What follows belongs to an exercise in optimizing a design on an open flow for small area; a production flow would make more cautious choices. Only simulation tests tie the RTL to the original design; equivalence was not proved. Power figures rest on the tool's default switching activity, not on a simulated workload.

`design/flow/flow/run.sh`:
```
#!/bin/bash
# Own layout flow:
#  2. the same synthesis script again, with ABC's delay-oriented mapping script replaced by an
#     area-oriented one (area.abc); the registers come out the same (same instances, names and
#     cells, checked against step 1), only the combinational logic is mapped differently;
#  3. the standard layout steps on that netlist, with a clock tree without dummy loads and
#     lighter port buffers.
set -uo pipefail
WORK=$(pwd)
FLOWDIR=$WORK/flow
R=$WORK/orfs/results/$FLOW_PLATFORM/CoinsMatrixBitMap/base

# 1. standard synthesis
bash standard.sh synth > synth_standard.log 2>&1 || { echo "standard synthesis failed"; exit 1; }
cp "$R/1_2_yosys.v" std_1_2_yosys.v

# 2. area-oriented synthesis
rm -rf scripts_area orfs_area
cp -r "$FLOW_HOME/scripts" scripts_area
cp "$FLOWDIR/area.abc" scripts_area/abc_speed.script
A=$WORK/orfs_area/results/$FLOW_PLATFORM/CoinsMatrixBitMap/base
if make -C "$FLOW_HOME" DESIGN_CONFIG="$WORK/config.mk" WORK_HOME="$WORK/orfs_area" CLKGATE_MAP_FILE= \
     SYNTH_SCRIPT="$WORK/synth_recipe.tcl" SCRIPTS_DIR="$WORK/scripts_area" "$A/1_2_yosys.v" > synth_area.log 2>&1 \
   && python3 "$FLOWDIR/sameregs.py" std_1_2_yosys.v "$A/1_2_yosys.v" > sameregs.log 2>&1; then
  cp "$A/1_2_yosys.v" "$R/1_2_yosys.v"
  touch "$R/1_2_yosys.v"
  echo "using the area-mapped netlist"
else
  echo "area synthesis failed or changed the registers; using the standard netlist"
fi

# 3. standard layout steps
export CTS_ARGS="-sink_clustering_enable -repair_clock_nets -dont_use_dummy_load -buf_list sky130_fd_sc_hd__clkbuf_8 -sink_clustering_size 16 -sink_clustering_max_diameter 70"
export BUFFER_PORTS_ARGS="-buffer_cell sky130_fd_sc_hd__buf_1"
bash standard.sh > layout.log 2>&1 || { echo "layout failed"; exit 1; }
```
`design/flow/config.mk`:
```
export PLATFORM = sky130hd
export DESIGN_NAME = CoinsMatrixBitMap
export DESIGN_NICKNAME = CoinsMatrixBitMap
export VERILOG_FILES = /design/flow/design.v
export SDC_FILE = /design/flow/constraint.sdc
export NUM_CORES = 8
export LEC_CHECK = 0
export CAP_MARGIN = 20
export CORE_MARGIN = 2
export CORE_UTILIZATION = 50
export PLACE_DENSITY = 0.6
export SLEW_MARGIN = 20
```
`design/flow/design.v`:
```
module	CoinsMatrixBitMap	(	
					input	logic	clk,
					input	logic	resetN,
					input	logic	[10:0] offsetX, 
					input	logic	[10:0] offsetY,
					input	logic	InsideRectangle,  
					input	logic	coinCollision,
					input logic [4:0] randomMapLocationX,
					input logic [3:0] randomMapLocationY,
					input logic placeCoin,		 
					input logic placeMoneyBag,	 
					input logic placeTimeBoost,	 
					output	logic	drawingRequest,  
					output	logic	[7:0] RGBout,   
					output	logic upScore,			 
					output	logic upTime			 
 ) ;
localparam int NX = 18 ;
localparam int NY = 12 ;
localparam logic [NX*NY-1:0] NP_INIT = 216'h2198c200000000a03329c84850c284848f333c000064c380300 ;
localparam logic [NX*NY-1:0] Q_INIT  = 216'h3d98c70001c000f0333dc84f50c3c484ff333c000064c380300 ;
localparam logic [NX*NY-1:0] PQ_TILE = 216'h2198c200000000a03329c84870c284848f333c000064c380300 ;
logic [NX*NY-1:0] nP, Q, empty ;
logic pick_anotherCoin_flag ;    
logic pick_anotherMoneyBag_flag ;
logic [4:0] oX ;
logic [3:0] oY ;
assign oX = offsetX[9:5] ;
assign oY = offsetY[8:5] ;
logic offset_inMap ;
assign offset_inMap = (oX < NX) && (oY < NY) ;
logic [4:0] rX ;
logic [3:0] rY ;
assign rX = randomMapLocationX ;
assign rY = (randomMapLocationY[3] & randomMapLocationY[2]) ? {1'b0, randomMapLocationY[2:0]} : randomMapLocationY ;
logic random_inMap ;
assign random_inMap = (rX < NX) ;
logic [NX-1:0] colO, colR ;
logic [NY-1:0] rowO, rowR ;
always_comb begin
	for (int x = 0; x < NX; x++) begin
		colO[x] = (oX == x) ;
		colR[x] = (rX == x) ;
	end
	for (int y = 0; y < NY; y++) begin
		rowO[y] = (oY == y) ;
		rowR[y] = (rY == y) ;
	end
end
logic [NY-1:0] nPc, Qc, Ec ;
always_comb begin
	for (int y = 0; y < NY; y++) begin
		nPc[y] = |(colO & nP[y*NX +: NX]) ;
		Qc[y]  = |(colO & Q[y*NX +: NX]) ;
		Ec[y]  = |(colR & empty[y*NX +: NX]) ;
	end
end
logic oItem, oQ ;    
assign oItem = offset_inMap & ~|(rowO & nPc) ;
assign oQ = offset_inMap & |(rowO & Qc) ;
logic randEmpty ;
assign randEmpty = random_inMap & |(rowR & Ec) ;
logic is515 ;
assign is515 = (oY == 4'd5) && (oX == 5'd15) ;
logic code2, code3, codeItem ;
assign code2 = oItem & oQ ;             
assign code3 = ~oItem & oQ & is515 ;    
assign codeItem = oItem | code3 ;       
logic [11:0] spriteAddr ;
logic [7:0]  spritePixel ;
assign spriteAddr = {~oItem, oQ, offsetY[4:0], offsetX[4:0]} ;
always_comb begin
	case (spriteAddr)
		12'h1ad: spritePixel = 8'hfe ;
		12'h1ae: spritePixel = 8'hf8 ;
		12'h1af: spritePixel = 8'hf8 ;
		12'h1b0: spritePixel = 8'hfe ;
		12'h1cc: spritePixel = 8'hfe ;
		12'h1cd: spritePixel = 8'hf8 ;
		12'h1ce: spritePixel = 8'hfd ;
		12'h1cf: spritePixel = 8'hfd ;
		12'h1d0: spritePixel = 8'hf8 ;
		12'h1d1: spritePixel = 8'hfe ;
		12'h1ec: spritePixel = 8'hfe ;
		12'h1ed: spritePixel = 8'hf8 ;
		12'h1ee: spritePixel = 8'hfd ;
		12'h1ef: spritePixel = 8'hf9 ;
		12'h1f0: spritePixel = 8'hf8 ;
		12'h1f1: spritePixel = 8'hf9 ;
		12'h20d: spritePixel = 8'hf9 ;
		12'h20e: spritePixel = 8'hf8 ;
		12'h20f: spritePixel = 8'hf8 ;
		12'h210: spritePixel = 8'hf8 ;
		12'h211: spritePixel = 8'hfe ;
		12'h22e: spritePixel = 8'hf9 ;
		12'h22f: spritePixel = 8'hf9 ;
		12'h230: spritePixel = 8'hfe ;
		12'h46a: spritePixel = 8'h6c ;
		12'h46b: spritePixel = 8'h8c ;
		12'h46c: spritePixel = 8'h8c ;
		12'h46d: spritePixel = 8'hd9 ;
		12'h46e: spritePixel = 8'hf9 ;
		12'h46f: spritePixel = 8'hf9 ;
		12'h470: spritePixel = 8'hd9 ;
		12'h471: spritePixel = 8'hf8 ;
		12'h472: spritePixel = 8'h8d ;
		12'h473: spritePixel = 8'h8c ;
		12'h474: spritePixel = 8'h8c ;
		12'h48a: spritePixel = 8'hf9 ;
		12'h48b: spritePixel = 8'hf9 ;
		12'h48c: spritePixel = 8'hfe ;
		12'h48d: spritePixel = 8'hd4 ;
		12'h48e: spritePixel = 8'hb4 ;
		12'h48f: spritePixel = 8'hd4 ;
		12'h490: spritePixel = 8'hb4 ;
		12'h491: spritePixel = 8'hd4 ;
		12'h492: spritePixel = 8'hfe ;
		12'h493: spritePixel = 8'hfd ;
		12'h494: spritePixel = 8'hf9 ;
		12'h495: spritePixel = 8'h6c ;
		12'h4aa: spritePixel = 8'hd9 ;
		12'h4ab: spritePixel = 8'hb4 ;
		12'h4ad: spritePixel = 8'hb4 ;
		12'h4ae: spritePixel = 8'h90 ;
		12'h4af: spritePixel = 8'h90 ;
		12'h4b0: spritePixel = 8'h90 ;
		12'h4b1: spritePixel = 8'hd5 ;
		12'h4b3: spritePixel = 8'hb4 ;
		12'h4b4: spritePixel = 8'hf9 ;
		12'h4b5: spritePixel = 8'h6c ;
		12'h4cb: spritePixel = 8'hf9 ;
		12'h4cc: spritePixel = 8'hd4 ;
		12'h4d2: spritePixel = 8'hf9 ;
		12'h4d3: spritePixel = 8'hf9 ;
		12'h4eb: spritePixel = 8'hd9 ;
		12'h4ec: spritePixel = 8'hd4 ;
		12'h4ed: spritePixel = 8'hd9 ;
		12'h4ee: spritePixel = 8'hf9 ;
		12'h4ef: spritePixel = 8'hf9 ;
		12'h4f0: spritePixel = 8'hf9 ;
		12'h4f1: spritePixel = 8'hf9 ;
		12'h4f2: spritePixel = 8'hb4 ;
		12'h4f3: spritePixel = 8'hd9 ;
		12'h506: spritePixel = 8'h6c ;
		12'h507: spritePixel = 8'h90 ;
		12'h508: spritePixel = 8'hf9 ;
		12'h509: spritePixel = 8'hf9 ;
		12'h50a: spritePixel = 8'hb4 ;
		12'h50c: spritePixel = 8'hd4 ;
		12'h50d: spritePixel = 8'h90 ;
		12'h50e: spritePixel = 8'hd4 ;
		12'h50f: spritePixel = 8'hd4 ;
		12'h510: spritePixel = 8'hf9 ;
		12'h511: spritePixel = 8'h90 ;
		12'h512: spritePixel = 8'hd5 ;
		12'h514: spritePixel = 8'hb4 ;
		12'h515: spritePixel = 8'hf9 ;
		12'h516: spritePixel = 8'hf9 ;
		12'h517: spritePixel = 8'hf9 ;
		12'h526: spritePixel = 8'hf9 ;
		12'h527: spritePixel = 8'hd8 ;
		12'h528: spritePixel = 8'hd4 ;
		12'h529: spritePixel = 8'hd4 ;
		12'h52a: spritePixel = 8'hb4 ;
		12'h52b: spritePixel = 8'h90 ;
		12'h52e: spritePixel = 8'h90 ;
		12'h52f: spritePixel = 8'hd9 ;
		12'h530: spritePixel = 8'hb0 ;
		12'h533: spritePixel = 8'hd5 ;
		12'h534: spritePixel = 8'hfd ;
		12'h535: spritePixel = 8'hf9 ;
		12'h536: spritePixel = 8'hf9 ;
		12'h537: spritePixel = 8'hfe ;
		12'h538: spritePixel = 8'hd9 ;
		12'h545: spritePixel = 8'hfe ;
		12'h546: spritePixel = 8'hd4 ;
		12'h547: spritePixel = 8'hd4 ;
		12'h548: spritePixel = 8'hb4 ;
		12'h549: spritePixel = 8'hb4 ;
		12'h54a: spritePixel = 8'h90 ;
		12'h54b: spritePixel = 8'hd4 ;
		12'h54c: spritePixel = 8'h90 ;
		12'h54d: spritePixel = 8'h90 ;
		12'h551: spritePixel = 8'h90 ;
		12'h552: spritePixel = 8'h90 ;
		12'h553: spritePixel = 8'hfd ;
		12'h554: spritePixel = 8'hfe ;
		12'h555: spritePixel = 8'hfe ;
		12'h556: spritePixel = 8'hfe ;
		12'h557: spritePixel = 8'hd9 ;
		12'h558: spritePixel = 8'hfe ;
		12'h559: spritePixel = 8'hf9 ;
		12'h565: spritePixel = 8'hfe ;
		12'h566: spritePixel = 8'hd4 ;
		12'h567: spritePixel = 8'hd4 ;
		12'h568: spritePixel = 8'hb4 ;
		12'h569: spritePixel = 8'h8c ;
		12'h56a: spritePixel = 8'hd4 ;
		12'h56b: spritePixel = 8'hd4 ;
		12'h56c: spritePixel = 8'hf9 ;
		12'h56d: spritePixel = 8'hd4 ;
		12'h56e: spritePixel = 8'h90 ;
		12'h56f: spritePixel = 8'hb0 ;
		12'h570: spritePixel = 8'h8c ;
		12'h571: spritePixel = 8'hf9 ;
		12'h572: spritePixel = 8'hf9 ;
		12'h573: spritePixel = 8'hfe ;
		12'h574: spritePixel = 8'hfe ;
		12'h575: spritePixel = 8'hfe ;
		12'h576: spritePixel = 8'hfe ;
		12'h577: spritePixel = 8'hfe ;
		12'h578: spritePixel = 8'hf9 ;
		12'h579: spritePixel = 8'hfe ;
		12'h584: spritePixel = 8'hd9 ;
		12'h585: spritePixel = 8'hb4 ;
		12'h586: spritePixel = 8'hd4 ;
		12'h587: spritePixel = 8'hb0 ;
		12'h588: spritePixel = 8'h8c ;
		12'h589: spritePixel = 8'hd4 ;
		12'h58a: spritePixel = 8'hd4 ;
		12'h58b: spritePixel = 8'hd4 ;
		12'h58c: spritePixel = 8'hb4 ;
		12'h58d: spritePixel = 8'hf9 ;
		12'h58f: spritePixel = 8'hd9 ;
		12'h591: spritePixel = 8'hf9 ;
		12'h592: spritePixel = 8'hfe ;
		12'h593: spritePixel = 8'hfe ;
		12'h594: spritePixel = 8'hfe ;
		12'h595: spritePixel = 8'hfe ;
		12'h596: spritePixel = 8'hfe ;
		12'h597: spritePixel = 8'hfe ;
		12'h598: spritePixel = 8'hfe ;
		12'h599: spritePixel = 8'hfd ;
		12'h59a: spritePixel = 8'hf9 ;
		12'h5a4: spritePixel = 8'hd9 ;
		12'h5a5: spritePixel = 8'hb4 ;
		12'h5a6: spritePixel = 8'h90 ;
		12'h5a7: spritePixel = 8'hb0 ;
		12'h5a8: spritePixel = 8'hd4 ;
		12'h5a9: spritePixel = 8'h8c ;
		12'h5aa: spritePixel = 8'hb4 ;
		12'h5ab: spritePixel = 8'hd4 ;
		12'h5ac: spritePixel = 8'hf9 ;
		12'h5ad: spritePixel = 8'hd4 ;
		12'h5af: spritePixel = 8'hfd ;
		12'h5b1: spritePixel = 8'hf9 ;
		12'h5b2: spritePixel = 8'hfe ;
		12'h5b3: spritePixel = 8'hfe ;
		12'h5b4: spritePixel = 8'hfe ;
		12'h5b5: spritePixel = 8'hfe ;
		12'h5b6: spritePixel = 8'hfe ;
		12'h5b7: spritePixel = 8'hfe ;
		12'h5b8: spritePixel = 8'hf9 ;
		12'h5b9: spritePixel = 8'hfe ;
		12'h5ba: spritePixel = 8'hfd ;
		12'h5c4: spritePixel = 8'hd9 ;
		12'h5c5: spritePixel = 8'hb4 ;
		12'h5c6: spritePixel = 8'hb4 ;
		12'h5c7: spritePixel = 8'hd9 ;
		12'h5c8: spritePixel = 8'hb4 ;
		12'h5c9: spritePixel = 8'hd4 ;
		12'h5ca: spritePixel = 8'hb4 ;
		12'h5cb: spritePixel = 8'hd4 ;
		12'h5cc: spritePixel = 8'hb4 ;
		12'h5d2: spritePixel = 8'hfe ;
		12'h5d3: spritePixel = 8'hfe ;
		12'h5d4: spritePixel = 8'hfe ;
		12'h5d5: spritePixel = 8'hfe ;
		12'h5d6: spritePixel = 8'hfe ;
		12'h5d7: spritePixel = 8'hfd ;
		12'h5d8: spritePixel = 8'hfe ;
		12'h5d9: spritePixel = 8'hf9 ;
		12'h5da: spritePixel = 8'hd9 ;
		12'h5e4: spritePixel = 8'hd9 ;
		12'h5e5: spritePixel = 8'hb4 ;
		12'h5e6: spritePixel = 8'h90 ;
		12'h5e7: spritePixel = 8'hd9 ;
		12'h5e8: spritePixel = 8'hf9 ;
		12'h5e9: spritePixel = 8'hb4 ;
		12'h5ea: spritePixel = 8'hb0 ;
		12'h5eb: spritePixel = 8'hb4 ;
		12'h5ed: spritePixel = 8'hd4 ;
		12'h5ef: spritePixel = 8'hd9 ;
		12'h5f1: spritePixel = 8'hfe ;
		12'h5f3: spritePixel = 8'hfe ;
		12'h5f4: spritePixel = 8'hfe ;
		12'h5f5: spritePixel = 8'hfa ;
		12'h5f6: spritePixel = 8'hfd ;
		12'h5f7: spritePixel = 8'hfe ;
		12'h5f8: spritePixel = 8'hd9 ;
		12'h5f9: spritePixel = 8'hfd ;
		12'h5fa: spritePixel = 8'hd9 ;
		12'h604: spritePixel = 8'hd9 ;
		12'h605: spritePixel = 8'hb4 ;
		12'h606: spritePixel = 8'hd4 ;
		12'h607: spritePixel = 8'hb0 ;
		12'h608: spritePixel = 8'h90 ;
		12'h609: spritePixel = 8'hb4 ;
		12'h60a: spritePixel = 8'h90 ;
		12'h60b: spritePixel = 8'hd4 ;
		12'h60d: spritePixel = 8'hd9 ;
		12'h60f: spritePixel = 8'hd9 ;
		12'h611: spritePixel = 8'hfe ;
		12'h613: spritePixel = 8'hfe ;
		12'h614: spritePixel = 8'hf9 ;
		12'h615: spritePixel = 8'hfd ;
		12'h616: spritePixel = 8'hfd ;
		12'h617: spritePixel = 8'hfd ;
		12'h618: spritePixel = 8'hfd ;
		12'h619: spritePixel = 8'hf9 ;
		12'h61a: spritePixel = 8'hf9 ;
		12'h624: spritePixel = 8'hd9 ;
		12'h625: spritePixel = 8'hb4 ;
		12'h626: spritePixel = 8'hb0 ;
		12'h627: spritePixel = 8'hb4 ;
		12'h628: spritePixel = 8'hd4 ;
		12'h629: spritePixel = 8'h8c ;
		12'h62a: spritePixel = 8'hd4 ;
		12'h62b: spritePixel = 8'hd4 ;
		12'h62c: spritePixel = 8'hd4 ;
		12'h62f: spritePixel = 8'hb4 ;
		12'h631: spritePixel = 8'hd9 ;
		12'h632: spritePixel = 8'hf9 ;
		12'h633: spritePixel = 8'hf9 ;
		12'h634: spritePixel = 8'hf9 ;
		12'h635: spritePixel = 8'hf9 ;
		12'h636: spritePixel = 8'hfd ;
		12'h637: spritePixel = 8'hd9 ;
		12'h638: spritePixel = 8'hd9 ;
		12'h639: spritePixel = 8'hd9 ;
		12'h63a: spritePixel = 8'hf9 ;
		12'h644: spritePixel = 8'hd9 ;
		12'h645: spritePixel = 8'hb4 ;
		12'h646: spritePixel = 8'hd4 ;
		12'h647: spritePixel = 8'hb4 ;
		12'h648: spritePixel = 8'h90 ;
		12'h649: spritePixel = 8'hd4 ;
		12'h64a: spritePixel = 8'h90 ;
		12'h64b: spritePixel = 8'hd4 ;
		12'h64c: spritePixel = 8'hd4 ;
		12'h64d: spritePixel = 8'hb4 ;
		12'h651: spritePixel = 8'hd9 ;
		12'h652: spritePixel = 8'hf9 ;
		12'h653: spritePixel = 8'hd9 ;
		12'h654: spritePixel = 8'hf9 ;
		12'h655: spritePixel = 8'hf9 ;
		12'h656: spritePixel = 8'hf9 ;
		12'h657: spritePixel = 8'hf9 ;
		12'h658: spritePixel = 8'hf9 ;
		12'h659: spritePixel = 8'hd4 ;
		12'h65a: spritePixel = 8'hf9 ;
		12'h664: spritePixel = 8'hd9 ;
		12'h665: spritePixel = 8'hb4 ;
		12'h666: spritePixel = 8'h90 ;
		12'h667: spritePixel = 8'hb0 ;
		12'h668: spritePixel = 8'hd4 ;
		12'h669: spritePixel = 8'h90 ;
		12'h66a: spritePixel = 8'hd4 ;
		12'h66b: spritePixel = 8'h90 ;
		12'h66c: spritePixel = 8'hb4 ;
		12'h66d: spritePixel = 8'hb4 ;
		12'h66f: spritePixel = 8'hd4 ;
		12'h672: spritePixel = 8'hd9 ;
		12'h673: spritePixel = 8'hb4 ;
		12'h674: spritePixel = 8'hf9 ;
		12'h675: spritePixel = 8'hd4 ;
		12'h676: spritePixel = 8'hd4 ;
		12'h677: spritePixel = 8'hf9 ;
		12'h678: spritePixel = 8'hd4 ;
		12'h679: spritePixel = 8'hf9 ;
		12'h67a: spritePixel = 8'hd9 ;
		12'h684: spritePixel = 8'hd9 ;
		12'h685: spritePixel = 8'hb4 ;
		12'h686: spritePixel = 8'hd4 ;
		12'h687: spritePixel = 8'hb0 ;
		12'h688: spritePixel = 8'h90 ;
		12'h689: spritePixel = 8'hd4 ;
		12'h68a: spritePixel = 8'h90 ;
		12'h68b: spritePixel = 8'hd4 ;
		12'h68d: spritePixel = 8'hd4 ;
		12'h68f: spritePixel = 8'hd4 ;
		12'h691: spritePixel = 8'hd9 ;
		12'h693: spritePixel = 8'hf9 ;
		12'h694: spritePixel = 8'hb4 ;
		12'h695: spritePixel = 8'hf9 ;
		12'h696: spritePixel = 8'hf9 ;
		12'h697: spritePixel = 8'hd4 ;
		12'h698: spritePixel = 8'hd9 ;
		12'h699: spritePixel = 8'hd4 ;
		12'h69a: spritePixel = 8'hd9 ;
		12'h6a4: spritePixel = 8'hd9 ;
		12'h6a5: spritePixel = 8'hb4 ;
		12'h6a6: spritePixel = 8'hd4 ;
		12'h6a7: spritePixel = 8'hd4 ;
		12'h6a8: spritePixel = 8'hb4 ;
		12'h6a9: spritePixel = 8'h8c ;
		12'h6aa: spritePixel = 8'hd4 ;
		12'h6ab: spritePixel = 8'h90 ;
		12'h6ad: spritePixel = 8'h90 ;
		12'h6af: spritePixel = 8'hb4 ;
		12'h6b1: spritePixel = 8'hb4 ;
		12'h6b3: spritePixel = 8'hd5 ;
		12'h6b4: spritePixel = 8'hd4 ;
		12'h6b5: spritePixel = 8'hd4 ;
		12'h6b6: spritePixel = 8'hd4 ;
		12'h6b7: spritePixel = 8'hd4 ;
		12'h6b8: spritePixel = 8'hd4 ;
		12'h6b9: spritePixel = 8'hd4 ;
		12'h6ba: spritePixel = 8'hd9 ;
		12'h6c5: spritePixel = 8'h90 ;
		12'h6c6: spritePixel = 8'h24 ;
		12'h6c7: spritePixel = 8'h8c ;
		12'h6c8: spritePixel = 8'hd4 ;
		12'h6c9: spritePixel = 8'hb4 ;
		12'h6ca: spritePixel = 8'h8c ;
		12'h6cb: spritePixel = 8'hd4 ;
		12'h6cc: spritePixel = 8'h90 ;
		12'h6d2: spritePixel = 8'hb4 ;
		12'h6d3: spritePixel = 8'hb4 ;
		12'h6d4: spritePixel = 8'hb4 ;
		12'h6d5: spritePixel = 8'hd4 ;
		12'h6d6: spritePixel = 8'hd0 ;
		12'h6d7: spritePixel = 8'hb4 ;
		12'h6d9: spritePixel = 8'hd4 ;
		12'h6e5: spritePixel = 8'hd5 ;
		12'h6e6: spritePixel = 8'h90 ;
		12'h6e7: spritePixel = 8'h24 ;
		12'h6e9: spritePixel = 8'hd4 ;
		12'h6ea: spritePixel = 8'hb4 ;
		12'h6eb: spritePixel = 8'h90 ;
		12'h6ec: spritePixel = 8'hd4 ;
		12'h6ed: spritePixel = 8'h90 ;
		12'h6ef: spritePixel = 8'h90 ;
		12'h6f1: spritePixel = 8'h90 ;
		12'h6f2: spritePixel = 8'hd4 ;
		12'h6f3: spritePixel = 8'hb0 ;
		12'h6f4: spritePixel = 8'hd4 ;
		12'h6f5: spritePixel = 8'hd4 ;
		12'h6f6: spritePixel = 8'hd5 ;
		12'h6f8: spritePixel = 8'hb0 ;
		12'h6f9: spritePixel = 8'hb4 ;
		12'h705: spritePixel = 8'h90 ;
		12'h706: spritePixel = 8'h24 ;
		12'h707: spritePixel = 8'h8c ;
		12'h708: spritePixel = 8'hd4 ;
		12'h709: spritePixel = 8'h90 ;
		12'h70a: spritePixel = 8'h90 ;
		12'h70b: spritePixel = 8'hd4 ;
		12'h70c: spritePixel = 8'h90 ;
		12'h70d: spritePixel = 8'hb4 ;
		12'h70f: spritePixel = 8'hd4 ;
		12'h711: spritePixel = 8'hb0 ;
		12'h712: spritePixel = 8'hb0 ;
		12'h713: spritePixel = 8'hd4 ;
		12'h714: spritePixel = 8'h90 ;
		12'h715: spritePixel = 8'h90 ;
		12'h716: spritePixel = 8'h90 ;
		12'h717: spritePixel = 8'hb4 ;
		12'h719: spritePixel = 8'h90 ;
		12'h726: spritePixel = 8'hd5 ;
		12'h727: spritePixel = 8'hb4 ;
		12'h728: spritePixel = 8'hd4 ;
		12'h729: spritePixel = 8'hd4 ;
		12'h72a: spritePixel = 8'hb4 ;
		12'h72b: spritePixel = 8'h90 ;
		12'h72c: spritePixel = 8'h90 ;
		12'h72d: spritePixel = 8'h90 ;
		12'h72e: spritePixel = 8'h90 ;
		12'h72f: spritePixel = 8'h90 ;
		12'h730: spritePixel = 8'h90 ;
		12'h731: spritePixel = 8'hb0 ;
		12'h732: spritePixel = 8'h90 ;
		12'h733: spritePixel = 8'h90 ;
		12'h734: spritePixel = 8'hd4 ;
		12'h735: spritePixel = 8'hd4 ;
		12'h736: spritePixel = 8'hb0 ;
		12'h737: spritePixel = 8'hd4 ;
		12'h738: spritePixel = 8'hb4 ;
		12'h74b: spritePixel = 8'hd4 ;
		12'h74c: spritePixel = 8'hd4 ;
		12'h74d: spritePixel = 8'hd4 ;
		12'h74e: spritePixel = 8'hd4 ;
		12'h74f: spritePixel = 8'hd4 ;
		12'h750: spritePixel = 8'hd4 ;
		12'h751: spritePixel = 8'hd4 ;
		12'h752: spritePixel = 8'hd4 ;
		12'h753: spritePixel = 8'hd4 ;
		12'h8ed: spritePixel = 8'h64 ;
		12'hced: spritePixel = 8'h64 ;
		12'h8ee: spritePixel = 8'h6c ;
		12'hcee: spritePixel = 8'h6c ;
		12'h8ef: spritePixel = 8'h6c ;
		12'hcef: spritePixel = 8'h6c ;
		12'h8f0: spritePixel = 8'h64 ;
		12'hcf0: spritePixel = 8'h64 ;
		12'h8f1: spritePixel = 8'h64 ;
		12'hcf1: spritePixel = 8'h64 ;
		12'h8f2: spritePixel = 8'h24 ;
		12'hcf2: spritePixel = 8'h24 ;
		12'h90d: spritePixel = 8'hcc ;
		12'hd0d: spritePixel = 8'hcc ;
		12'h90e: spritePixel = 8'hf8 ;
		12'hd0e: spritePixel = 8'hf8 ;
		12'h90f: spritePixel = 8'hf8 ;
		12'hd0f: spritePixel = 8'hf8 ;
		12'h910: spritePixel = 8'hfc ;
		12'hd10: spritePixel = 8'hfc ;
		12'h911: spritePixel = 8'hfc ;
		12'hd11: spritePixel = 8'hfc ;
		12'h912: spritePixel = 8'h90 ;
		12'hd12: spritePixel = 8'h90 ;
		12'h92d: spritePixel = 8'h20 ;
		12'hd2d: spritePixel = 8'h20 ;
		12'h92e: spritePixel = 8'h64 ;
		12'hd2e: spritePixel = 8'h64 ;
		12'h92f: spritePixel = 8'hf0 ;
		12'hd2f: spritePixel = 8'hf0 ;
		12'h930: spritePixel = 8'hd0 ;
		12'hd30: spritePixel = 8'hd0 ;
		12'h931: spritePixel = 8'h24 ;
		12'hd31: spritePixel = 8'h24 ;
		12'h932: spritePixel = 8'h20 ;
		12'hd32: spritePixel = 8'h20 ;
		12'h94f: spritePixel = 8'h6c ;
		12'hd4f: spritePixel = 8'h6c ;
		12'h950: spritePixel = 8'h24 ;
		12'hd50: spritePixel = 8'h24 ;
		12'h96c: spritePixel = 8'h20 ;
		12'hd6c: spritePixel = 8'h20 ;
		12'h96d: spritePixel = 8'h60 ;
		12'hd6d: spritePixel = 8'h60 ;
		12'h96e: spritePixel = 8'ha0 ;
		12'hd6e: spritePixel = 8'ha0 ;
		12'h96f: spritePixel = 8'ha0 ;
		12'hd6f: spritePixel = 8'ha0 ;
		12'h970: spritePixel = 8'ha0 ;
		12'hd70: spritePixel = 8'ha0 ;
		12'h971: spritePixel = 8'ha0 ;
		12'hd71: spritePixel = 8'ha0 ;
		12'h972: spritePixel = 8'h60 ;
		12'hd72: spritePixel = 8'h60 ;
		12'h98b: spritePixel = 8'h60 ;
		12'hd8b: spritePixel = 8'h60 ;
		12'h98c: spritePixel = 8'h80 ;
		12'hd8c: spritePixel = 8'h80 ;
		12'h98d: spritePixel = 8'ha0 ;
		12'hd8d: spritePixel = 8'ha0 ;
		12'h98e: spritePixel = 8'ha4 ;
		12'hd8e: spritePixel = 8'ha4 ;
		12'h98f: spritePixel = 8'hd6 ;
		12'hd8f: spritePixel = 8'hd6 ;
		12'h990: spritePixel = 8'hd6 ;
		12'hd90: spritePixel = 8'hd6 ;
		12'h991: spritePixel = 8'ha0 ;
		12'hd91: spritePixel = 8'ha0 ;
		12'h992: spritePixel = 8'hc0 ;
		12'hd92: spritePixel = 8'hc0 ;
		12'h993: spritePixel = 8'h80 ;
		12'hd93: spritePixel = 8'h80 ;
		12'h994: spritePixel = 8'h60 ;
		12'hd94: spritePixel = 8'h60 ;
		12'h9aa: spritePixel = 8'h60 ;
		12'hdaa: spritePixel = 8'h60 ;
		12'h9ab: spritePixel = 8'ha0 ;
		12'hdab: spritePixel = 8'ha0 ;
		12'h9ac: spritePixel = 8'hac ;
		12'hdac: spritePixel = 8'hac ;
		12'h9ad: spritePixel = 8'hfa ;
		12'hdad: spritePixel = 8'hfa ;
		12'h9ae: spritePixel = 8'hff ;
		12'hdae: spritePixel = 8'hff ;
		12'h9af: spritePixel = 8'hff ;
		12'hdaf: spritePixel = 8'hff ;
		12'h9b1: spritePixel = 8'hff ;
		12'hdb1: spritePixel = 8'hff ;
		12'h9b2: spritePixel = 8'hd1 ;
		12'hdb2: spritePixel = 8'hd1 ;
		12'h9b3: spritePixel = 8'ha4 ;
		12'hdb3: spritePixel = 8'ha4 ;
		12'h9b4: spritePixel = 8'hc0 ;
		12'hdb4: spritePixel = 8'hc0 ;
		12'h9b5: spritePixel = 8'h60 ;
		12'hdb5: spritePixel = 8'h60 ;
		12'h9ca: spritePixel = 8'ha0 ;
		12'hdca: spritePixel = 8'ha0 ;
		12'h9cb: spritePixel = 8'hd1 ;
		12'hdcb: spritePixel = 8'hd1 ;
		12'h9cc: spritePixel = 8'hff ;
		12'hdcc: spritePixel = 8'hff ;
		12'h9cd: spritePixel = 8'hff ;
		12'hdcd: spritePixel = 8'hff ;
		12'h9ce: spritePixel = 8'hff ;
		12'hdce: spritePixel = 8'hff ;
		12'h9cf: spritePixel = 8'hff ;
		12'hdcf: spritePixel = 8'hff ;
		12'h9d1: spritePixel = 8'hff ;
		12'hdd1: spritePixel = 8'hff ;
		12'h9d2: spritePixel = 8'hff ;
		12'hdd2: spritePixel = 8'hff ;
		12'h9d3: spritePixel = 8'hff ;
		12'hdd3: spritePixel = 8'hff ;
		12'h9d4: spritePixel = 8'had ;
		12'hdd4: spritePixel = 8'had ;
		12'h9d5: spritePixel = 8'ha0 ;
		12'hdd5: spritePixel = 8'ha0 ;
		12'h9e9: spritePixel = 8'h80 ;
		12'hde9: spritePixel = 8'h80 ;
		12'h9ea: spritePixel = 8'ha4 ;
		12'hdea: spritePixel = 8'ha4 ;
		12'h9eb: spritePixel = 8'hff ;
		12'hdeb: spritePixel = 8'hff ;
		12'h9ec: spritePixel = 8'hff ;
		12'hdec: spritePixel = 8'hff ;
		12'h9ed: spritePixel = 8'hff ;
		12'hded: spritePixel = 8'hff ;
		12'h9ee: spritePixel = 8'hff ;
		12'hdee: spritePixel = 8'hff ;
		12'h9ef: spritePixel = 8'hff ;
		12'hdef: spritePixel = 8'hff ;
		12'h9f1: spritePixel = 8'hff ;
		12'hdf1: spritePixel = 8'hff ;
		12'h9f2: spritePixel = 8'hff ;
		12'hdf2: spritePixel = 8'hff ;
		12'h9f3: spritePixel = 8'hff ;
		12'hdf3: spritePixel = 8'hff ;
		12'h9f4: spritePixel = 8'hd6 ;
		12'hdf4: spritePixel = 8'hd6 ;
		12'h9f5: spritePixel = 8'hc0 ;
		12'hdf5: spritePixel = 8'hc0 ;
		12'h9f6: spritePixel = 8'h60 ;
		12'hdf6: spritePixel = 8'h60 ;
		12'ha08: spritePixel = 8'h20 ;
		12'he08: spritePixel = 8'h20 ;
		12'ha09: spritePixel = 8'ha0 ;
		12'he09: spritePixel = 8'ha0 ;
		12'ha0a: spritePixel = 8'had ;
		12'he0a: spritePixel = 8'had ;
		12'ha0b: spritePixel = 8'hff ;
		12'he0b: spritePixel = 8'hff ;
		12'ha0c: spritePixel = 8'hff ;
		12'he0c: spritePixel = 8'hff ;
		12'ha0d: spritePixel = 8'hff ;
		12'he0d: spritePixel = 8'hff ;
		12'ha0e: spritePixel = 8'hff ;
		12'he0e: spritePixel = 8'hff ;
		12'ha0f: spritePixel = 8'hff ;
		12'he0f: spritePixel = 8'hff ;
		12'ha11: spritePixel = 8'hff ;
		12'he11: spritePixel = 8'hff ;
		12'ha12: spritePixel = 8'hff ;
		12'he12: spritePixel = 8'hff ;
		12'ha13: spritePixel = 8'hff ;
		12'he13: spritePixel = 8'hff ;
		12'ha14: spritePixel = 8'hff ;
		12'he14: spritePixel = 8'hff ;
		12'ha15: spritePixel = 8'ha4 ;
		12'he15: spritePixel = 8'ha4 ;
		12'ha16: spritePixel = 8'hc0 ;
		12'he16: spritePixel = 8'hc0 ;
		12'ha17: spritePixel = 8'h20 ;
		12'he17: spritePixel = 8'h20 ;
		12'ha28: spritePixel = 8'h20 ;
		12'he28: spritePixel = 8'h20 ;
		12'ha29: spritePixel = 8'h80 ;
		12'he29: spritePixel = 8'h80 ;
		12'ha2a: spritePixel = 8'hff ;
		12'he2a: spritePixel = 8'hff ;
		12'ha2c: spritePixel = 8'hff ;
		12'he2c: spritePixel = 8'hff ;
		12'ha2d: spritePixel = 8'hff ;
		12'he2d: spritePixel = 8'hff ;
		12'ha31: spritePixel = 8'hff ;
		12'he31: spritePixel = 8'hff ;
		12'ha32: spritePixel = 8'hff ;
		12'he32: spritePixel = 8'hff ;
		12'ha33: spritePixel = 8'hff ;
		12'he33: spritePixel = 8'hff ;
		12'ha35: spritePixel = 8'hfa ;
		12'he35: spritePixel = 8'hfa ;
		12'ha36: spritePixel = 8'ha0 ;
		12'he36: spritePixel = 8'ha0 ;
		12'ha37: spritePixel = 8'h20 ;
		12'he37: spritePixel = 8'h20 ;
		12'ha48: spritePixel = 8'h20 ;
		12'he48: spritePixel = 8'h20 ;
		12'ha49: spritePixel = 8'h80 ;
		12'he49: spritePixel = 8'h80 ;
		12'ha4a: spritePixel = 8'hff ;
		12'he4a: spritePixel = 8'hff ;
		12'ha4c: spritePixel = 8'hff ;
		12'he4c: spritePixel = 8'hff ;
		12'ha4d: spritePixel = 8'hff ;
		12'he4d: spritePixel = 8'hff ;
		12'ha4e: spritePixel = 8'hff ;
		12'he4e: spritePixel = 8'hff ;
		12'ha4f: spritePixel = 8'hff ;
		12'he4f: spritePixel = 8'hff ;
		12'ha50: spritePixel = 8'hff ;
		12'he50: spritePixel = 8'hff ;
		12'ha51: spritePixel = 8'hff ;
		12'he51: spritePixel = 8'hff ;
		12'ha52: spritePixel = 8'hff ;
		12'he52: spritePixel = 8'hff ;
		12'ha53: spritePixel = 8'hff ;
		12'he53: spritePixel = 8'hff ;
		12'ha55: spritePixel = 8'ha4 ;
		12'he55: spritePixel = 8'ha4 ;
		12'ha56: spritePixel = 8'ha0 ;
		12'he56: spritePixel = 8'ha0 ;
		12'ha57: spritePixel = 8'h20 ;
		12'he57: spritePixel = 8'h20 ;
		12'ha68: spritePixel = 8'h20 ;
		12'he68: spritePixel = 8'h20 ;
		12'ha69: spritePixel = 8'ha0 ;
		12'he69: spritePixel = 8'ha0 ;
		12'ha6a: spritePixel = 8'had ;
		12'he6a: spritePixel = 8'had ;
		12'ha6b: spritePixel = 8'hff ;
		12'he6b: spritePixel = 8'hff ;
		12'ha6c: spritePixel = 8'hff ;
		12'he6c: spritePixel = 8'hff ;
		12'ha6d: spritePixel = 8'hff ;
		12'he6d: spritePixel = 8'hff ;
		12'ha6e: spritePixel = 8'hff ;
		12'he6e: spritePixel = 8'hff ;
		12'ha6f: spritePixel = 8'hff ;
		12'he6f: spritePixel = 8'hff ;
		12'ha70: spritePixel = 8'hff ;
		12'he70: spritePixel = 8'hff ;
		12'ha71: spritePixel = 8'hff ;
		12'he71: spritePixel = 8'hff ;
		12'ha72: spritePixel = 8'hff ;
		12'he72: spritePixel = 8'hff ;
		12'ha73: spritePixel = 8'hff ;
		12'he73: spritePixel = 8'hff ;
		12'ha74: spritePixel = 8'hff ;
		12'he74: spritePixel = 8'hff ;
		12'ha75: spritePixel = 8'ha4 ;
		12'he75: spritePixel = 8'ha4 ;
		12'ha76: spritePixel = 8'ha0 ;
		12'he76: spritePixel = 8'ha0 ;
		12'ha77: spritePixel = 8'h20 ;
		12'he77: spritePixel = 8'h20 ;
		12'ha89: spritePixel = 8'h80 ;
		12'he89: spritePixel = 8'h80 ;
		12'ha8a: spritePixel = 8'ha0 ;
		12'he8a: spritePixel = 8'ha0 ;
		12'ha8b: spritePixel = 8'hff ;
		12'he8b: spritePixel = 8'hff ;
		12'ha8c: spritePixel = 8'hff ;
		12'he8c: spritePixel = 8'hff ;
		12'ha8d: spritePixel = 8'hff ;
		12'he8d: spritePixel = 8'hff ;
		12'ha8e: spritePixel = 8'hff ;
		12'he8e: spritePixel = 8'hff ;
		12'ha8f: spritePixel = 8'hff ;
		12'he8f: spritePixel = 8'hff ;
		12'ha90: spritePixel = 8'hff ;
		12'he90: spritePixel = 8'hff ;
		12'ha91: spritePixel = 8'hff ;
		12'he91: spritePixel = 8'hff ;
		12'ha92: spritePixel = 8'hff ;
		12'he92: spritePixel = 8'hff ;
		12'ha93: spritePixel = 8'hff ;
		12'he93: spritePixel = 8'hff ;
		12'ha94: spritePixel = 8'hd6 ;
		12'he94: spritePixel = 8'hd6 ;
		12'ha95: spritePixel = 8'hc0 ;
		12'he95: spritePixel = 8'hc0 ;
		12'ha96: spritePixel = 8'h60 ;
		12'he96: spritePixel = 8'h60 ;
		12'haaa: spritePixel = 8'ha0 ;
		12'heaa: spritePixel = 8'ha0 ;
		12'haab: spritePixel = 8'hd1 ;
		12'heab: spritePixel = 8'hd1 ;
		12'haac: spritePixel = 8'hff ;
		12'heac: spritePixel = 8'hff ;
		12'haad: spritePixel = 8'hff ;
		12'head: spritePixel = 8'hff ;
		12'haae: spritePixel = 8'hff ;
		12'heae: spritePixel = 8'hff ;
		12'haaf: spritePixel = 8'hff ;
		12'heaf: spritePixel = 8'hff ;
		12'hab0: spritePixel = 8'hff ;
		12'heb0: spritePixel = 8'hff ;
		12'hab1: spritePixel = 8'hff ;
		12'heb1: spritePixel = 8'hff ;
		12'hab2: spritePixel = 8'hff ;
		12'heb2: spritePixel = 8'hff ;
		12'hab3: spritePixel = 8'hff ;
		12'heb3: spritePixel = 8'hff ;
		12'hab4: spritePixel = 8'had ;
		12'heb4: spritePixel = 8'had ;
		12'hab5: spritePixel = 8'ha0 ;
		12'heb5: spritePixel = 8'ha0 ;
		12'haca: spritePixel = 8'h60 ;
		12'heca: spritePixel = 8'h60 ;
		12'hacb: spritePixel = 8'ha0 ;
		12'hecb: spritePixel = 8'ha0 ;
		12'hacc: spritePixel = 8'ha4 ;
		12'hecc: spritePixel = 8'ha4 ;
		12'hacd: spritePixel = 8'hfa ;
		12'hecd: spritePixel = 8'hfa ;
		12'hace: spritePixel = 8'hff ;
		12'hece: spritePixel = 8'hff ;
		12'had1: spritePixel = 8'hff ;
		12'hed1: spritePixel = 8'hff ;
		12'had2: spritePixel = 8'hd5 ;
		12'hed2: spritePixel = 8'hd5 ;
		12'had3: spritePixel = 8'ha4 ;
		12'hed3: spritePixel = 8'ha4 ;
		12'had4: spritePixel = 8'hc0 ;
		12'hed4: spritePixel = 8'hc0 ;
		12'had5: spritePixel = 8'h60 ;
		12'hed5: spritePixel = 8'h60 ;
		12'haeb: spritePixel = 8'h60 ;
		12'heeb: spritePixel = 8'h60 ;
		12'haec: spritePixel = 8'h80 ;
		12'heec: spritePixel = 8'h80 ;
		12'haed: spritePixel = 8'ha0 ;
		12'heed: spritePixel = 8'ha0 ;
		12'haee: spritePixel = 8'h84 ;
		12'heee: spritePixel = 8'h84 ;
		12'haef: spritePixel = 8'hd1 ;
		12'heef: spritePixel = 8'hd1 ;
		12'haf0: spritePixel = 8'hd1 ;
		12'hef0: spritePixel = 8'hd1 ;
		12'haf1: spritePixel = 8'ha0 ;
		12'hef1: spritePixel = 8'ha0 ;
		12'haf2: spritePixel = 8'hc0 ;
		12'hef2: spritePixel = 8'hc0 ;
		12'haf3: spritePixel = 8'h80 ;
		12'hef3: spritePixel = 8'h80 ;
		12'haf4: spritePixel = 8'h60 ;
		12'hef4: spritePixel = 8'h60 ;
		12'hb0c: spritePixel = 8'h20 ;
		12'hf0c: spritePixel = 8'h20 ;
		12'hb0d: spritePixel = 8'h60 ;
		12'hf0d: spritePixel = 8'h60 ;
		12'hb0e: spritePixel = 8'ha0 ;
		12'hf0e: spritePixel = 8'ha0 ;
		12'hb0f: spritePixel = 8'ha0 ;
		12'hf0f: spritePixel = 8'ha0 ;
		12'hb10: spritePixel = 8'ha0 ;
		12'hf10: spritePixel = 8'ha0 ;
		12'hb11: spritePixel = 8'ha0 ;
		12'hf11: spritePixel = 8'ha0 ;
		12'hb12: spritePixel = 8'h60 ;
		12'hf12: spritePixel = 8'h60 ;
		default: spritePixel = 8'h00 ;
	endcase
end
logic erase, coinTry, bagTry, wrCoin, wrBag, wrRand ;
assign erase = InsideRectangle & coinCollision ;
assign coinTry = placeCoin | pick_anotherCoin_flag ;
assign bagTry = placeMoneyBag | pick_anotherMoneyBag_flag ;
assign wrCoin = coinTry & randEmpty ;
assign wrBag = bagTry & randEmpty ;
assign wrRand = wrCoin | wrBag ;
logic [NY-1:0] rowRW, rowRB, rowOE ;
assign rowRW = rowR & {NY{wrRand}} ;
assign rowRB = rowR & {NY{wrBag}} ;
assign rowOE = rowO & {NY{erase}} ;
genvar gy, gx ;
generate
	for (gy = 0; gy < NY; gy++) begin : row
		for (gx = 0; gx < NX; gx++) begin : col
			localparam int I = gy*NX + gx ;
			logic rs_n, rsb_n, oe_n ;     
			assign rs_n = ~(rowRW[gy] & colR[gx]) ;
			assign rsb_n = ~(rowRB[gy] & colR[gx]) ;
			assign oe_n = ~(rowOE[gy] & colO[gx]) ;
			if (PQ_TILE[I]) begin : pq
				assign empty[I] = nP[I] & ~Q[I] ;
			end else begin : p
				assign empty[I] = nP[I] ;
			end
			logic nPn, Qn ;
			if ((gy == 5) && (gx == 15)) begin : tb
				assign nPn = placeTimeBoost | (rs_n & (~oe_n | nP[I])) ;
				assign Qn = placeTimeBoost | ~(rsb_n & ~(rs_n & oe_n & Q[I])) ;
			end else if (PQ_TILE[I]) begin : npq
				assign nPn = rs_n & (~oe_n | nP[I]) ;
				assign Qn = ~(rsb_n & ~(rs_n & oe_n & Q[I])) ;
			end else begin : n
				assign nPn = rs_n & (~oe_n | nP[I]) ;
				assign Qn = ~(rsb_n & ~(rs_n & Q[I])) ;
			end
			always_ff @(posedge clk or negedge resetN) begin
				if (!resetN) begin
					nP[I] <= NP_INIT[I] ;
					Q[I] <= Q_INIT[I] ;
				end else begin
					nP[I] <= nPn ;
					Q[I] <= Qn ;
				end
			end
		end
	end
endgenerate
always_ff @(posedge clk or negedge resetN) begin
	if (!resetN) begin
		RGBout <= 8'h00 ;
		pick_anotherCoin_flag <= 1'b0 ;
		pick_anotherMoneyBag_flag <= 1'b0 ;
		upScore <= 1'b0 ;
		upTime <= 1'b0 ;
	end else begin
		RGBout <= (InsideRectangle & codeItem) ? spritePixel : 8'h00 ;
		pick_anotherCoin_flag <= coinTry & ~randEmpty ;
		pick_anotherMoneyBag_flag <= bagTry & ~randEmpty ;
		upScore <= erase & code2 ;
		upTime <= erase & code3 ;
	end
end
assign drawingRequest = (RGBout != 8'h00) ;
endmodule
```
`design/flow/flow/sameregs.py`:
```
#!/usr/bin/env python3
"""Check that two netlists hold the same register instances (name and cell type)."""
import re, sys
def regs(f):
    t = open(f).read()
    return {(n, c) for c, n in re.findall(r"^\s*(sky130_fd_sc_hd__(?:df|sdf|edf|dl)\w*)\s+(\S+)\s*\(", t, re.M)}
a, b = regs(sys.argv[1]), regs(sys.argv[2])
print(len(a), "registers in the standard netlist,", len(b), "in the re-mapped one")
sys.exit(0 if a == b and a else 1)
```
`design/flow/standard.sh`:
```
#!/bin/bash
# synth_recipe.tcl (not shown) runs the flow's synth.tcl, then flattens the netlist and writes it again
# the make line also repeats each setting of config.mk as NAME=value (left out here)
make -C /OpenROAD-flow-scripts/flow DESIGN_CONFIG=/design/flow/config.mk WORK_HOME=/design/flow/orfs CLKGATE_MAP_FILE= SYNTH_SCRIPT=/design/flow/synth_recipe.tcl "${@:-finish}"
```
`design/flow/constraint.sdc`:
```
create_clock -name core_clock -period 12.0 [get_ports {clk}]
set_input_delay 2.4000 -clock core_clock [delete_from_list [all_inputs] [get_ports {clk}]]
set_output_delay 2.4000 -clock core_clock [all_outputs]
set_load 0.01 [all_outputs]
```
`design/flow/flow/area.abc`:
```
strash
&get -n
&deepsyn -T 200
&dch
&nf -R 1000 -p -F 8 -C 32
&put
```
==> results.cfg, run 1 <==
[outcome]
outcome = timing/DRC/antenna clean

[floorplan]
start_util_pct = 50.9
core_mm2 = 0.0444
rows = 77
io_pins = 49
die_x_um = 217
dieHeight_um = 217
dieArea_mm2 = 0.0469

[setup_path]
crit_start = offsetX[9]
rr_startpoint = Q[173]
slowest_delay_ps = 950
crit_arrival_ps = 8960
crit_chain = buf_1 > nand2b_1 > nor4_2 > buf_4 > a222oi_1 > nand3_1 > a2111oi_2 > o22ai_1 > nor3_1 > nand3_1 > nand3_1 > or3b_1 > a41oi_1 > nor3_1 > nand2_1 > nor4_1 > o311a_1 > nor4bb_1 > a31oi_1
startpoint_type = input port
crit_required_ps = 12430
r2r_cells = 15
cp_slowest_cell = a2111oi_2
r2r-end = RGBout[4]
endpoint_kind = flip-flop
crit_buf_inv = 2
cp_common_cell = nand3_1
path_max_fanout = 36
worstSetupPathType = in -> reg
crit_family = simple AND/OR/NAND/NOR gates
r2r_setup_slack_ps = 6030

[clocking]
clkLatencyLatePin_ps = 650
cts_sinks = 444
holdBufCountCts = 0
clk_pin_slew_ps = 110
numCtsBuffers = 35
clk_path_buf_depth = 3
post_cts_buffers = 0
cts_tree = done
cts_htree_levels = 2
post_cts_resized = 0
cts_root_buf = clkbuf_8

[timing]
setup_viol = 0
hold_viol_final = 0
fin_skew_ps = 97.4
tns_ps = 0
relSlewSlack_pct = 21.1
fmax_ghz = 0.117
slew_viol_final = 0
holdWs_ps = 488
min_period_ps = 8530
max_slew.worst_pin.slew_ps = 1180
rsz0062_at_grt = no
fin_crit_sh_pct = 71.1

[power_and_ir_drop]
p_per_area_mw_per_mm2 = 101
ir_drop_mv = 0.118
p_leak_nw = 9.49

[global_route]
gr-total-overflow = 0
grt_max_degree = 169
grt_antenna_before_repair = 3
grt_pass1_wl_mm = 156
grt_pass1_vias = 24100
grt_use_total_pct = 45.1

[layout]
finalNonFillerCells = 3269
final_common_cell = a21oi_1
nNetsFinal = 2713
final_cell_area_mm2 = 0.0250
fillers = 3982
most-common-layout-cells = a21oi_1, o21ai_0, dfrtp_1
layout-drive-gt1-share_pct = 11.8
area_delta_synth_final_pct = 10.7

[synth]
synth_fp_nets = 2528
yosys_warnings = 1
postSynthAreaPerCell_um2 = 9.07
postSynthCellCount = 2490
syn_area_mm2 = 0.0226

[route]
drc = 0
drtIter0Drc = 4963
routed_wl_mm = 108
via_count = 25300
vias_per_cell = 7.74
post_drt_wl_per_cell_um = 33.0
ant_nets = 0
firstDrtPassIters = 9

[place]
io_buffers = 45
detailed_place.area_mm2 = 0.0245
place_inst = 3229
place_congestion = 1.03
hpwl_mm = 70.4

[min_path]
hold_class = reg -> reg
min_from = nP[27]
holdPathEnd = nP[27]
hold-path-cell-count = 2

[flow_run]
cap_violations = 0
-- per-layer routing --
layer  share of wire, %  track usage (%)  routed length, um
met1                 36             59.2              38800
met2                 41             63.4              44200
met3                 15             13.7              16300
met4                8.0             31.7               8650
met5              0.023                0                 25
-- worst reg2reg max path: cells and delay by family (launching register included) --
family	cells	cell delay (ps)
AOI/OAI and AO/OA	6	2340
DFF	1	400
and+or+nand+nor	9	3030
-- layout make-up --
cell class	instances	area [um2]	area share (%)
diodes	4	10.0	0.0400
clock buffers	35	482	1.93
inverters	14	52.6	0.210
multi-input cells	2032	11500	45.9
flip-flops and latches	444	11300	45.0
well taps	592	741	2.96
repair buffers	148	971	3.88
-- metrics by stage --
step	power, mW	setup WS, ps	util [%]
after global placement	1.78	3240	55.1
after floorplan	1.65	3380	-
after CTS	2.51	3770	56.2
after global routing	2.58	3140	56.3
final	2.53	3470	56.3
after detailed placement	1.78	3190	55.1
-- report_power, final --
group	leakage [nW]	total (mW)	switching [mW]	internal, mW
sequential	5.70	1.54	0.0192	1.52
combinational	3.54	0.222	0.177	0.0447
clock	0.252	0.764	0.501	0.263
total	9.49	2.53	0.697	1.83
-- state kept, by name, summed over array words and instances (netlist names) --
signal and count:
Q 216, RGBout 8, nP 216, pick_anotherCoin_flag 1
pick_anotherMoneyBag_flag 1, upScore 1, upTime 1
-- how the worst max path moves through the flow --
| stage | end | slack [ps] | depth (start not counted) |
|---|---|---|---|
| 2_1_floorplan | RGBout[4] | 3380 | 15 |
| 3_3_place_gp | RGBout[4] | 3240 | 19 |
| 3_5_place_dp | RGBout[4] | 3190 | 19 |
| 4_1_cts | RGBout[4] | 3770 | 19 |
| 5_1_grt | RGBout[4] | 3140 | 19 |
| 6_report | RGBout[4] | 3470 | 19 |
==> inputs of run 2 (changes only) <==
--- a/design/flow/config.mk
+++ b/design/flow/config.mk
@@ -7,3 +7,3 @@
 export LEC_CHECK = 0
-export CAP_MARGIN = 20
+export CAP_MARGIN = 5
 export CORE_MARGIN = 2
@@ -11,2 +11,2 @@
 export PLACE_DENSITY = 0.6
-export SLEW_MARGIN = 20
+export SLEW_MARGIN = 5
==> run 2 against run 1 <==
  * Critical path type unchanged
  * Sequential share of layout area up 0.20 points
  * Critical path depth up 1
  * Fmax up 3.3%
  * Critical endpoint unchanged
  * Sequential power about the same
  * First-iteration DRC count down 0.10%
==> results.cfg, run 2 <==
[power_and_ir_drop]
combPwrFrac_pct = 9.3
pwr-share-clk_pct = 29.5
ir_drop_mv = 0.119
p_per_area_mw_per_mm2 = 103
sw_frac_of_total_pct = 27.9
p_leak_nw = 9.30
p_int_mw = 1.84
p_seq_share_pct = 61.2
switching_power_uw = 712
p_total_mw = 2.55

[place]
hpwl_mm = 67.9
io_buffers = 45
preCtsSetupSlack_ps = 3470
place_congestion = 1.04

[floorplan]
die_x_um = 216
start_util_pct = 50.8
dieHeight_um = 216
rows = 77
core_mm2 = 0.0444
dieArea_mm2 = 0.0469
io_pins = 49

[synth]
postSynthCellCount = 2476
yosys_warnings = 1
postSynthAreaPerCell_um2 = 9.11
syn_area_mm2 = 0.0226
synth_fp_nets = 2514

[clocking]
clkLatencyLatePin_ps = 650
numCtsBuffers = 34
clk_path_buf_depth = 3
post_cts_buffers = 0
post_cts_resized = 0
cts_htree_levels = 2
cts_tree = done
clk_pin_slew_ps = 90
cts_root_buf = clkbuf_8
cts_sinks = 444
holdBufCountCts = 0

[global_route]
grt_antenna_before_repair = 4
gr-total-overflow = 0
grt_pass1_vias = 23700
grt_pass1_wl_mm = 155
grt_use_total_pct = 44.4
grt_max_degree = 181

[timing]
slew_viol_final = 0
fin_crit_sh_pct = 68.8
setup_viol = 0
fmax_ghz = 0.121
fin_skew_ps = 77.4
rsz0062_at_grt = no
min_period_ps = 8260
tns_ps = 0
max_slew.worst_pin.slew_ps = 1280
hold_viol_final = 0
relSlewSlack_pct = 13.3
fin_ws_ps = 3740

[layout]
fin_util_pct = 56.1
seq_area_mm2 = 0.0113
nNetsFinal = 2689
layout-drive-gt1-share_pct = 11.4
most-common-layout-cells = a21oi_1, o21ai_0, dfrtp_1
area_delta_synth_final_pct = 10.4
final_common_cell = a21oi_1
fillers = 4044
multi_input_area_mm2 = 0.0115
reg_top3 = Q: 216 flops, nP: 216 flops, RGBout: 8 flops

[route]
drc = 0
drtIter0Drc = 4958
firstDrtPassIters = 8
routed_wl_mm = 106
via_count = 25000
vias_per_cell = 7.70
ant_nets = 0
post_drt_wl_per_cell_um = 32.8

[setup_path]
startpoint_type = input port
crit_chain = buf_1 > nand2b_1 > nand2b_1 > nor2_4 > buf_4 > a22o_1 > a221oi_1 > nand4_1 > nor2_1 > o2111ai_1 > or4_1 > nand2b_1 > nand2b_1 > o32ai_1 > a211oi_1 > o211ai_1 > a211o_1 > a311oi_1 > and4b_1 > a31oi_1
cp_slowest_cell = nor2_4
crit_required_ps = 12430
worstSetupPathType = in -> reg
crit_arrival_ps = 8690
path_max_fanout = 24
endpoint_kind = flip-flop
r2r_cells = 16
cp_common_cell = nand2b_1
slowest_delay_ps = 630

[min_path]
hold-path-cell-count = 2
hold_class = reg -> reg

[flow_run]
cap_violations = 0

[outcome]
outcome = timing/DRC/antenna clean
## run 2: routing by layer
| metal | GRT usage [%] | wire length [um] | vias up |
|---|---|---|---|
| met3 | 16.1 | 17200 | 570 |
| met2 | 63.1 | 43600 | 2300 |
| met5 | 0 | 41 | - |
| met4 | 25.3 | 7510 | 6 |
| li1 | - | - | 10100 |
| met1 | 58.4 | 37900 | 12000 |
## run 2: final timing paths
path / startpoint / end / slack, ps
min reg2reg: nP[106] / nP[106] / 500
max reg2reg: Q[124] / RGBout[4] / 6660
min in group asynchronous: resetN / nP[49] / 1770
max in group asynchronous: resetN / Q[153] / 7720
min: nP[106] / nP[106] / 500
max: offsetX[7] / RGBout[4] / 3740
## run 2: worst max-delay path: cells and delay by family
family,cells,cell delay (ps)
and+or+nand+nor,9,3150
AOI/OAI and AO/OA,9,2270
buffers and inverters,2,830
## run 2: cell type report
| cell class | instances | share of cell area, % |
|---|---|---|
| Multi-Input combinational cell | 2022 | 46.1 |
| Inverter | 10 | 0.151 |
| Antenna cell | 3 | 0.0301 |
| Clock buffer | 34 | 1.88 |
| Sequential cell | 444 | 45.2 |
| Timing Repair Buffer | 139 | 3.63 |
| Tap cell | 592 | 2.97 |
## run 2: power by group through the flow
stage                     sequential, mW  clock, mW  combinational, mW
after global routing                1.57      0.801              0.248
after detailed placement            1.59          0              0.225
after CTS                           1.56      0.747              0.226
after floorplan                     1.58          0             0.0927
final                               1.56      0.753              0.239
after global placement              1.59          0              0.224
## run 2: metrics by stage
| stage | instances | hold WS (ps) | instance area (um2) |
|---|---|---|---|
| floorplan | 2476 | 450 | 22600 |
| global placement | 3207 | 466 | 24400 |
| detailed placement | 3207 | 471 | 24400 |
| CTS | 3241 | 489 | 24900 |
| global route | 3242 | 507 | 24900 |
| finish | 3244 | 498 | 24900 |
==> inputs of run 3 (changes only) <==
==> design/flow/flow/run.sh (replaced) <==
#!/bin/bash
# Own layout flow:
#  2. the same synthesis script again, once per area-oriented ABC script in flow/abc_*.script,
#     each replacing ABC's delay-oriented script; the registers come out the same (same
#     instances, names and cells, checked against step 1), only the combinational logic is
#     mapped differently; the smallest netlist is kept;
#  3. the standard layout steps on that netlist, with a clock tree without dummy loads and
#     lighter port buffers.
set -uo pipefail
WORK=$(pwd)
FLOWDIR=$WORK/flow
R=$WORK/orfs/results/$FLOW_PLATFORM/CoinsMatrixBitMap/base

# 1. standard synthesis
bash standard.sh synth > synth_standard.log 2>&1 || { echo "standard synthesis failed"; exit 1; }
cp "$R/1_2_yosys.v" std_1_2_yosys.v

# 2. area-oriented synthesis, one run per ABC script, in parallel
synth_area() {
  local name=$1 script=$2
  rm -rf "scripts_$name" "orfs_$name"
  cp -r "$FLOW_HOME/scripts" "scripts_$name"
  cp "$script" "scripts_$name/abc_speed.script"
  local A=$WORK/orfs_$name/results/$FLOW_PLATFORM/CoinsMatrixBitMap/base
  make -C "$FLOW_HOME" DESIGN_CONFIG="$WORK/config.mk" WORK_HOME="$WORK/orfs_$name" CLKGATE_MAP_FILE= \
    SYNTH_SCRIPT="$WORK/synth_recipe.tcl" SCRIPTS_DIR="$WORK/scripts_$name" "$A/1_2_yosys.v" > "synth_$name.log" 2>&1 \
  && python3 "$FLOWDIR/sameregs.py" std_1_2_yosys.v "$A/1_2_yosys.v" > "sameregs_$name.log" 2>&1 \
  && touch "ok_$name"
}
names=()
for s in "$FLOWDIR"/abc_*.script; do
  n=$(basename "$s" .script); n=${n#abc_}
  names+=("$n")
  synth_area "$n" "$s" &
done
wait
best=""; best_area=""
for n in "${names[@]}"; do
  st=$WORK/orfs_$n/reports/$FLOW_PLATFORM/CoinsMatrixBitMap/base/synth_stat.txt
  if [[ -f ok_$n && -f $st ]]; then
    a=$(sed -n "s/.*Chip area for module.*: *\([0-9.]*\).*/\1/p" "$st" | tail -1)
    echo "$n: $a" >> synth_areas.log
    if [[ -n $a ]] && { [[ -z $best_area ]] || python3 -c "import sys; sys.exit(0 if $a < $best_area else 1)"; }; then
      best=$n; best_area=$a
    fi
  else
    echo "$n: failed" >> synth_areas.log
  fi
done
if [[ -n $best ]]; then
  cp "$WORK/orfs_$best/results/$FLOW_PLATFORM/CoinsMatrixBitMap/base/1_2_yosys.v" "$R/1_2_yosys.v"
  touch "$R/1_2_yosys.v"
  echo "using the area-mapped netlist from $best ($best_area um2)" | tee -a synth_areas.log
else
  echo "area synthesis failed; using the standard netlist" | tee -a synth_areas.log
fi

# 3. standard layout steps
export CTS_ARGS="-sink_clustering_enable -repair_clock_nets -dont_use_dummy_load -buf_list sky130_fd_sc_hd__clkbuf_8 -sink_clustering_size 16 -sink_clustering_max_diameter 70"
export BUFFER_PORTS_ARGS="-buffer_cell sky130_fd_sc_hd__buf_1"
bash standard.sh > layout.log 2>&1 || { echo "layout failed"; exit 1; }
==> design/flow/flow/abc_dc4.script (new file) <==
strash
dc2
dc2
dc2
dc2
&get -n
&dch
&nf -R 1000 -p -F 8 -C 32
&put
==> design/flow/flow/abc_dc4mfs.script (new file) <==
strash
dc2
dc2
dc2
dc2
&get -n
&dch
&nf -R 1000 -p -F 8 -C 32
&put
mfs3 -a
==> design/flow/flow/abc_deep0.script (new file) <==
strash
&get -n
&deepsyn -T 200 -S 0
&dch
&nf -R 1000 -p -F 8 -C 32
&put
==> design/flow/flow/abc_deep1.script (new file) <==
strash
&get -n
&deepsyn -T 200 -S 1
&dch
&nf -R 1000 -p -F 8 -C 32
&put
==> design/flow/flow/abc_deep2.script (new file) <==
strash
&get -n
&deepsyn -T 200 -S 2
&dch
&nf -R 1000 -p -F 8 -C 32
&put
==> design/flow/flow/abc_deep4.script (new file) <==
strash
&get -n
&deepsyn -T 200 -S 4
&dch
&nf -R 1000 -p -F 8 -C 32
&put
--- a/design/flow/config.mk
+++ b/design/flow/config.mk
@@ -7,3 +7,3 @@
 export LEC_CHECK = 0
-export CAP_MARGIN = 5
+export CAP_MARGIN = 10
 export CORE_MARGIN = 2
@@ -11,2 +11,2 @@
 export PLACE_DENSITY = 0.6
-export SLEW_MARGIN = 5
+export SLEW_MARGIN = 10
removed: design/flow/flow/area.abc
==> run 3 against run 2 <==
  * Still clean on timing, DRC and antenna
  * Synthesized cell count fell by 1.8%
  * Combinational power down 12%
  * Fmax increased by 4.6%
  * Utilization down 0.11 points
  * Sequential cell count unchanged
  * Register-to-register slack better by 160 ps
  * Count of clock-buffer cells in the layout rose by 2
  * Clock skew is 68 ps higher
  * Highest routed layer unchanged
==> results.cfg, run 3 <==
[clocking]
numCtsBuffers = 36
cts_htree_levels = 2
clkLatencyLatePin_ps = 670
clk_path_buf_depth = 3
holdBufCountCts = 0
cts_sinks = 444
post_cts_buffers = 0
cts_tree = done
cts_root_buf = clkbuf_8
clk_pin_slew_ps = 70
post_cts_resized = 0

[timing]
max_slew.worst_pin.slew_ps = 1270
tns_ps = 0
slew_viol_final = 0
fin_crit_sh_pct = 65.8
fmax_ghz = 0.127
fin_skew_ps = 145
relSlewSlack_pct = 14.1
hold_viol_final = 0
rsz0062_at_grt = no
setup_viol = 0
min_period_ps = 7900

[setup_path]
r2r_setup_slack_ps = 6820
r2r-end = RGBout[4]
crit_arrival_ps = 8260
worstSetupPathType = in -> reg
rr_startpoint = Q[185]
endpoint_kind = flip-flop
r2r_cells = 16
slowest_delay_ps = 1040
startpoint_type = input port
crit_chain = buf_1 > nand2b_1 > nor2_4 > buf_4 > a222oi_1 > nand4_1 > o311ai_0 > o2111ai_1 > or4_1 > nand2_1 > nor3b_1 > buf_4 > o41ai_1 > o41ai_1 > a221o_1 > nor2_1 > and3_1 > nand3_1 > nor4b_1 > a31oi_1
crit_required_ps = 12360
cp_slowest_cell = o311ai_0
crit_buf_inv = 3
path_max_fanout = 36
crit_family = simple AND/OR/NAND/NOR gates

[flow_run]
cap_violations = 0

[outcome]
outcome = timing/DRC/antenna clean

[place]
hpwl_mm = 61.3
place_congestion = 0.993
detailed_place.area_mm2 = 0.0243
io_buffers = 45

[global_route]
grt_use_total_pct = 42.6
grt_pass1_wl_mm = 150
gr-total-overflow = 0
grt_max_degree = 176
grt_antenna_before_repair = 1
grt_pass1_vias = 23200

[layout]
most-common-layout-cells = a21oi_1, dfrtp_1, nand2_1
nNetsFinal = 2632
reg_top3 = Q: 216 flops, nP: 216 flops, RGBout: 8 flops
final_common_cell = a21oi_1
final_cell_area_mm2 = 0.0248
area_delta_synth_final_pct = 10.0
layout-drive-gt1-share_pct = 11.3

[route]
drc = 0
drtIter0Drc = 4306
routed_wl_mm = 101
post_drt_wl_per_cell_um = 31.8
firstDrtPassIters = 9
vias_per_cell = 7.61
via_count = 24300
ant_nets = 0

[min_path]
holdPathEnd = pick_anotherCoin_flag
hold-path-cell-count = 2
min_from = pick_anotherCoin_flag
hold_class = reg -> reg

[power_and_ir_drop]
pwr-share-clk_pct = 30.3
p_seq_share_pct = 61.3
sw_frac_of_total_pct = 27.1
switching_power_uw = 683
ir_drop_mv = 0.106
p_per_area_mw_per_mm2 = 102
p_int_mw = 1.84
p_leak_nw = 9.43
combPwrFrac_pct = 8.4

[floorplan]
dieArea_mm2 = 0.0468
dieHeight_um = 216
die_x_um = 216
start_util_pct = 50.9
io_pins = 49
rows = 77
core_mm2 = 0.0443

[synth]
yosys_warnings = 1
postSynthCellCount = 2432
syn_area_mm2 = 0.0225
synth_fp_nets = 2470
postSynthAreaPerCell_um2 = 9.27
==> run 3: power groups by stage <==
stage,sequential [mW],combinational [mW],clock [mW]
after floorplan,1.57,0.0822,0
after global placement,1.57,0.201,0
after detailed placement,1.57,0.202,0
after CTS,1.54,0.203,0.763
after global routing,1.55,0.222,0.815
final,1.54,0.211,0.764
==> run 3: metal layers <==
| layer | track usage (%) | share of wire (%) | vias to the layer above |
|---|---|---|---|
| met5 | 0 | 0.012 | - |
| met2 | 62.1 | 43 | 2021 |
| met1 | 57.3 | 37 | 11800 |
| li1 | - | - | 9972 |
| met4 | 23.8 | 6.5 | 2 |
| met3 | 11.9 | 14 | 407 |
==> run 3: area by class of cell <==
type	instances	area, um2
inverter	18	67.6
sequential	444	11300
multi-input combinational	1970	11500
antenna	1	2.50
timing repair buffer	124	778
clock buffer	36	495
fill	4023	19500
tap	592	741
==> run 3: through the flow <==
stage	power (mW)	cells	utilization [%]	hold WS [ps]	setup slack (ps)
floorplan	1.65	2432	-	447	3520
global placement	1.77	3147	54.8	464	3860
detailed placement	1.77	3147	54.8	473	3770
CTS	2.51	3183	55.9	490	4300
global route	2.58	3184	56.0	520	3820
finish	2.52	3185	56.0	486	4100
==> run 3: worst reg2reg max path, stage by stage (launching register included) <==
cell and delay [ps]:
dfrtp_1 400, a222oi_1 370, nand4_1 130, o311ai_0 1040, o2111ai_1 230, or4_1 620
nand2_1 260, nor3b_1 80, buf_4 240, o41ai_1 90, o41ai_1 120, a221o_1 370
nor2_1 150, and3_1 190, nand3_1 100, nor4b_1 390, a31oi_1 150
==> run 3: worst max-delay path by stage <==
stage	startpoint	endpoint	slack, ps	cells past startpoint
after floorplan	offsetX[8]	RGBout[7]	3520	16
after global placement	offsetX[6]	RGBout[4]	3860	20
after detailed placement	offsetX[6]	RGBout[4]	3770	20
after CTS	offsetX[6]	RGBout[4]	4300	20
after global routing	offsetX[6]	RGBout[4]	3820	20
final	offsetX[6]	RGBout[4]	4100	20

separate check: timing with driven ports:
No port has a modelled driver above. Below, the same layouts with a new extraction and two added sets of constraints.
Step 1 sets driving cells, clkbuf_16 on the clock port and buf_2 on the other inputs (assumed; they add their load-dependent delay and slew).
Step 2 times the ports against the registers' clock, not the clock port: input delays grow and output delays shrink by t, the midpoint of the rising clock arrivals with the driver on.
Slacks: no drivers / after step 1 / after step 2; pairs: no drivers / after step 1.
| run | shift t [ns] | setup slack, ns |
|---|---|---|
| run 1 | 0.653 | 3.468 / 3.469 / 2.815 |
| run 2 | 0.658 | 3.741 / 3.752 / 3.094 |
| run 3 | 0.652 | 4.104 / 4.137 / 3.484 |
After both steps setup and hold are still met in every run listed.
